Background: an optimization exercise with open tools, aiming at small area, a short achievable clock period and few clock cycles per item. Do not read the settings as production practice.
The RTL was checked by simulation tests, not by an equivalence proof against the original design.
No activity file was given, so power comes from the tool's default toggle rates.

==> run a: inputs <==
## barnsley
module barnsley #(
    parameter FP_WIDTH = 25,
    parameter FP_INT = 5
    ) (
    input  wire clk,
    input  wire reset,
    output wire [19:0] iter_max,
    input  wire iter_change,
    output reg  done,
    output wire complete,
    output reg  signed [FP_WIDTH-1:0] xn,
    output reg  signed [FP_WIDTH-1:0] yn
    );
clock: 15.0 ns
lec_check: 0
cap_margin: 85
core_margin: 2
core_utilization: 40
slew_margin: 90
synth_hierarchical: 1
run.sh (not shown) runs the stock make flow with config.mk's settings and CLKGATE_MAP_FILE= SYNTH_SCRIPT=/design/flow/synth_recipe.tcl, a recipe that flattens the netlist after the stock synthesis.
==> run b: changes against run a <==
CAP_MARGIN = 20   (was 85)
SLEW_MARGIN = 20   (was 90)
==> notes <==
- In run a the global-route usage is higher than in run b, by 12 points.
- In first-iteration DRC count, run a is at 2.8 times the value of run b.
- Run b finished with timing, DRC and antenna clean. Run a ran to the end with violations: setup timing.
- Of run a and run b, run b has the higher fmax (gap 47%, measured against run b).
- Hold slack: run b is higher than run a (49 ps).
- In run b the sequential share of layout area is higher than in run a, by 2.6 points.
- In run a the combinational power is larger than in run b, by 70%.
- Routed wire length: run b is smaller than run a (53%).
- Of run b and run a, run a has the higher clock power (gap 9.2%, measured against run a).
- Between run b and run a, the lower design area is in run b (gap 41%, measured against run a).
- Of run b and run a, run a has the higher via count (gap 37%, measured against run a).
==> figures <==
Clock group: run b 0.426 mW; run a 0.469 mW
Power per Cell Area: run b 21.2 nW/um^2; run a 14.4 nW/um^2
Detailed-route wire length on metal 1: run b 50.7 mm; run a 78.0 mm
Placed cells: run b 4942; run a 6032
Worst slew margin relative to its limit: run b 32.0%; run a 50.3%
RR Startpoint: run b random_inst.ctl[54]; run a random_inst.ctl[72]
Final cell area excluding filler cells: run b 41100 um^2; run a 69300 um^2
Total area of multi-input combinational cells: run b 33500 um^2; run a 46100 um^2
Antenna violations before repair: run b 3; run a 23
Highest ir drop seen on vdd: run b 113 uV; run a 128 uV
RR Endpoint: run b xn[23]; run a yn[13]
P_int: run b 0.600 mW; run a 0.661 mW
Status: run b timing/DRC/antenna clean; run a failed layout checks
Layout check failures: run b -; run a setup timing
Vias in the first global route: run b 32630; run a 44947
Number of setup buffers added after CTS: run b 0; run a 7
Final #Nets: run b 4858; run a 6285
Critical path buffers and inverters: run b 2; run a 35
Final period utilization: run b 53.6%; run a 100%
Minimum setup slack after placement: run b 7110 ps; run a -5800 ps
Cell with the most instances on the worst path: run b fa_1; run a clkdlybuf4s50_1
Final critical delay including setup and external delays: run b 8040 ps; run a 15060 ps
Testbench counts of run a, summed over its fixed seeds: cycles 80,000, points 80,000.
Testbench counts of run b, summed over its fixed seeds: cycles 80,000, points 80,000.

==> v37: inputs <==
barnsley, a different RTL version from the one above (not shown whole).
clock: 15.0 ns
lec_check: 0
cap_margin: 35
core_margin: 2
core_utilization: 40
slew_margin: 50
synth_hierarchical: 1
standard.sh (not shown) runs the stock make flow with config.mk's settings and CLKGATE_MAP_FILE= SYNTH_SCRIPT=/design/flow/synth_recipe.tcl, a recipe that flattens the netlist after the stock synthesis.
==> flow/flow/run.sh <==
#!/bin/bash
set -e
cp standard.sh standard.sh.txt
export SETUP_SLACK_MARGIN=9
bash standard.sh > standard.log 2>&1
==> inputs of v29, as changes to v37 <==
==> flow/run.sh (new file) <==
#!/bin/bash
# synth_recipe.tcl (not shown) runs the flow's synth.tcl, then flattens the netlist and writes it again
# the make line also repeats each setting of config.mk as NAME=value (left out here)
make -C /OpenROAD-flow-scripts/flow DESIGN_CONFIG=/design/flow/config.mk WORK_HOME=/design/flow/orfs CLKGATE_MAP_FILE= SYNTH_SCRIPT=/design/flow/synth_recipe.tcl finish
- CAP_MARGIN: 35 -> 50
- SLEW_MARGIN: 50 -> 75
removed: flow/flow/run.sh
removed: flow/standard.sh
==> run notes <==
Status: v29 timing/DRC/antenna clean; v37 timing/DRC/antenna clean
Placer Congestion: v29 1.018; v37 1.043
Routed vias: v29 29780; v37 30840
Tot Pwr: v29 0.0009440 W; v37 0.0009872 W
Launch point of the critical path: v29 random_inst.ctl[6]; v37 random_inst.ctl[19]
Unrepaired setup endpoints after global routing: v29 false; v37 true
Source of the worst hold timing path: v29 random_inst.mnext2[2]; v37 random_inst.mnext2[3]
Met1 capacity usage during global routing: v29 0.3635; v37 0.3762
Sequential cell fraction of total power: v29 0.405; v37 0.387
Clock power frac: v29 0.472; v37 0.473
Launch instance of the worst register-to-register path: v29 random_inst.ctl[6]; v37 random_inst.ctl[19]
Fin nets: v29 4790; v37 4901
Power drawn by the sequential cells: v29 0.000383 W; v37 0.000382 W
Tmin final: v29 7.189 ns; v37 6.396 ns
Switching Share: v29 0.3046; v37 0.3038
Combinational-cell power consumption: v29 0.000115 W; v37 0.000139 W
Sequential Area: v29 3361 um^2; v37 3378 um^2
M2 GR Usage: v29 0.4455; v37 0.4663
Met3 GRT Util: v29 0.08900; v37 0.1143
Testbench counts of v37, summed over its fixed seeds: cycles 80,000, points 80,000.
Testbench counts of v29, summed over its fixed seeds: cycles 80,000, points 80,000.

[static timing again, ports no longer ideal]
In the flow no input, the clock included, has a driving cell. The finished layouts below were timed again as built, in two steps.
Step 1 (the two cells are an assumption about what drives the block):
set clk [get_ports {clk}]
set_driving_cell -lib_cell sky130_fd_sc_hd__clkbuf_16 $clk
set_driving_cell -lib_cell sky130_fd_sc_hd__buf_2 [delete_from_list [all_inputs] $clk]
Step 2 adds t to the input delays and takes it off the output delays; t is the mean of the earliest and latest rising clock arrival at the registers after step 1. Input paths then give back, and output paths get back, about the clock's delay inside the block.
Slacks: ideal ports / drivers / drivers and shift; pairs: ideal ports / drivers.
| run | t, ns | slack for setup (ns) | clock arrival spread, ns |
|---|---|---|---|
| run a | 0.603 | -0.058 / -0.058 / -0.058 | 0.048 / 0.048 |
| run b | 0.564 | 6.965 / 6.965 / 6.965 | 0.034 / 0.035 |
| v37 | 0.587 | 8.604 / 8.604 / 8.604 | 0.049 / 0.049 |
| v29 | 0.558 | 7.811 / 7.811 / 7.811 | 0.023 / 0.023 |
